This is an optimization exercise on Yosys and OpenROAD, whose aim is a short achievable clock period and few clock cycles, not a production implementation. At most, simulation tests tie the RTL to the original design; equivalence was not proved. No activity file was given, so power comes from the tool's default toggle rates.

== orange ==
// MIPS
module MIPS	(input		clk, reset_n,
		 output	[31:0]	imem_addr,
		 input	[31:0]	imem_data,
		 output	[31:0]	dmem_addr, dmem_wdata,
		 output		dmem_we,
		 input	[31:0]	dmem_rdata);
clock: 11.5 ns
lec_check: 0
abc_clock_period_in_ps: 3000
cap_margin: 20
core_margin: 2
core_utilization: 50
slew_margin: 20
tns_end_percent: 100
standard.sh (not shown) runs the stock make flow with config.mk's settings and CLKGATE_MAP_FILE= SYNTH_SCRIPT=/design/flow/synth_recipe.tcl, a recipe that flattens the netlist after the stock synthesis.
==> flow/flow/run.sh <==
#!/bin/bash
# Layout of the design: the standard flow (standard.sh) with different
# effort settings; the constraints (clock period, I/O delays, loads) are
# the standard flow's, unchanged.
#  - ports are buffered with buf_4 instead of the weakest buffer.
set -euo pipefail
bash standard.sh \
  SETUP_SLACK_MARGIN=8.3 \
  SETUP_MOVE_SEQUENCE=unbuffer,sizeup,swap,split \
  "BUFFER_PORTS_ARGS=-buffer_cell sky130_fd_sc_hd__buf_4" \
  finish > standard_flow.log 2>&1
Here is what was changed in the inputs of red compared with orange.
--- a/flow/flow/run.sh
+++ b/flow/flow/run.sh
@@ -7,5 +7,5 @@
 bash standard.sh \
   SETUP_SLACK_MARGIN=8.3 \
-  SETUP_MOVE_SEQUENCE=unbuffer,sizeup,swap,split \
+  SETUP_MOVE_SEQUENCE=unbuffer,sizeup,swap,buffer,split \
   "BUFFER_PORTS_ARGS=-buffer_cell sky130_fd_sc_hd__buf_4" \
   finish > standard_flow.log 2>&1
### Flow results
- red went all the way through synthesis, placement and routing and the layout is clean on timing, DRC and antenna.
- red vs. orange: finished layout cell area picked up an extra 2.6%; aggregate routed wire length went down by about 2.2%; mean number of vias per cell lost about 1.3%; end-of-flow core utilization now larger.
- Between orange and red, cell count increased.
- Comparing ratio of cells with drive above 1 in the final layout for orange and red, the bigger number came from red.
- orange has lower setup slack than red.
- red -> orange: post-placement setup slack delta 0, exact match
- When the final numbers for orange and red were put side by side, the critical path arrival turned out to be greater in orange.
- On final critical delay including setup and external delays, the higher figure sits with orange, not red.
- Upper clock frequency limit: orange and red compared, lower one is orange
Function was not checked in any run of this note: the RTL went through the layout flow alone.

---

## 04-19
Another version of the RTL of MIPS (not shown whole).
For scale: about 160 I/O pins, about 0.098 sq mm of cells after synthesis.
==> flow/config.mk <==
export PLATFORM = sky130hd
export DESIGN_NAME = MIPS
export DESIGN_NICKNAME = MIPS
export VERILOG_FILES = /design/flow/design.v
export SDC_FILE = /design/flow/constraint.sdc
export NUM_CORES = 4
export LEC_CHECK = 0
export ABC_CLOCK_PERIOD_IN_PS = 3000
export CAP_MARGIN = 20
export CORE_MARGIN = 2
export CORE_UTILIZATION = 50
export SLEW_MARGIN = 20
export SYNTH_HIERARCHICAL = 1
export SYNTH_MINIMUM_KEEP_SIZE = 0
export TNS_END_PERCENT = 100
==> flow/constraint.sdc <==
create_clock -name core_clock -period 11.5 [get_ports {clk}]
set_input_delay 2.3000 -clock core_clock [delete_from_list [all_inputs] [get_ports {clk}]]
set_output_delay 2.3000 -clock core_clock [all_outputs]
set_load 0.01 [all_outputs]
==> flow/flow/run.sh <==
#!/bin/bash
# Layout of the design: the standard flow (standard.sh) with different
# effort settings; the constraints (clock period, I/O delays, loads) are
# the standard flow's, unchanged.
#  - ports are buffered with buf_4 instead of the weakest buffer.
set -euo pipefail
bash standard.sh \
  SETUP_SLACK_MARGIN=8.3 \
  SETUP_MOVE_SEQUENCE=unbuffer,sizeup,swap,split \
  "BUFFER_PORTS_ARGS=-buffer_cell sky130_fd_sc_hd__buf_4" \
  finish > standard_flow.log 2>&1
Testbench counts of 04-19, summed over its fixed seeds: cycles 29,524.
#### Input delta (12-05 over 04-19)
Settings: CORE_UTILIZATION: 50 -> 62.
## What came out
12-05: sequential power share 0.4 points above 04-19
In 12-05 the global-route track usage on met1 turned out 8.6 points higher than in 04-19.
Lower minimum period implied by the final worst setup slack among 12-05 and 04-19: 04-19
The setup slack of 12-05 is smaller than that of 04-19.
12-05 vs 04-19 — cell row count dropped 9.9%.
Relative to 04-19, clock-net power decreased by 3.1% in 12-05.

[static timing again, ports no longer ideal]
How much do the figures lean on ideal ports? The routed layouts below were timed once more, with nothing changed but the port constraints. Step 1 (the two cells are an assumption about what drives the block):
set clk [get_ports {clk}]
set_driving_cell -lib_cell sky130_fd_sc_hd__clkbuf_16 $clk
set_driving_cell -lib_cell sky130_fd_sc_hd__buf_2 [delete_from_list [all_inputs] $clk]
Step 2 times the ports against the registers' clock, not the clock port: input delays grow and output delays shrink by t, the midpoint of the rising clock arrivals with the driver on. Three values: no drivers, after step 1, after step 2; two values: the first two.
run | t (ns) | slack for setup (ns) | hold slack, ns | pins driven straight from the clock port
orange | 0.878 | 6.133 / 6.170 / 5.292 | 0.330 / 0.330 / 0.330 | 1
red | 0.869 | 6.298 / 6.344 / 5.474 | 0.331 / 0.331 / 0.331 | 1
04-19 | 0.926 | 7.753 / 7.674 / 7.313 | 0.338 / 0.338 / 0.338 | 1
12-05 | 0.927 | 7.620 / 7.613 / 7.322 | 0.340 / 0.340 / 0.340 | 1
After both steps setup and hold are still met in every run listed. For orange, which loses most, drivers alone change the setup slack by +0.037 ns; drivers and shift together by -0.841 ns.
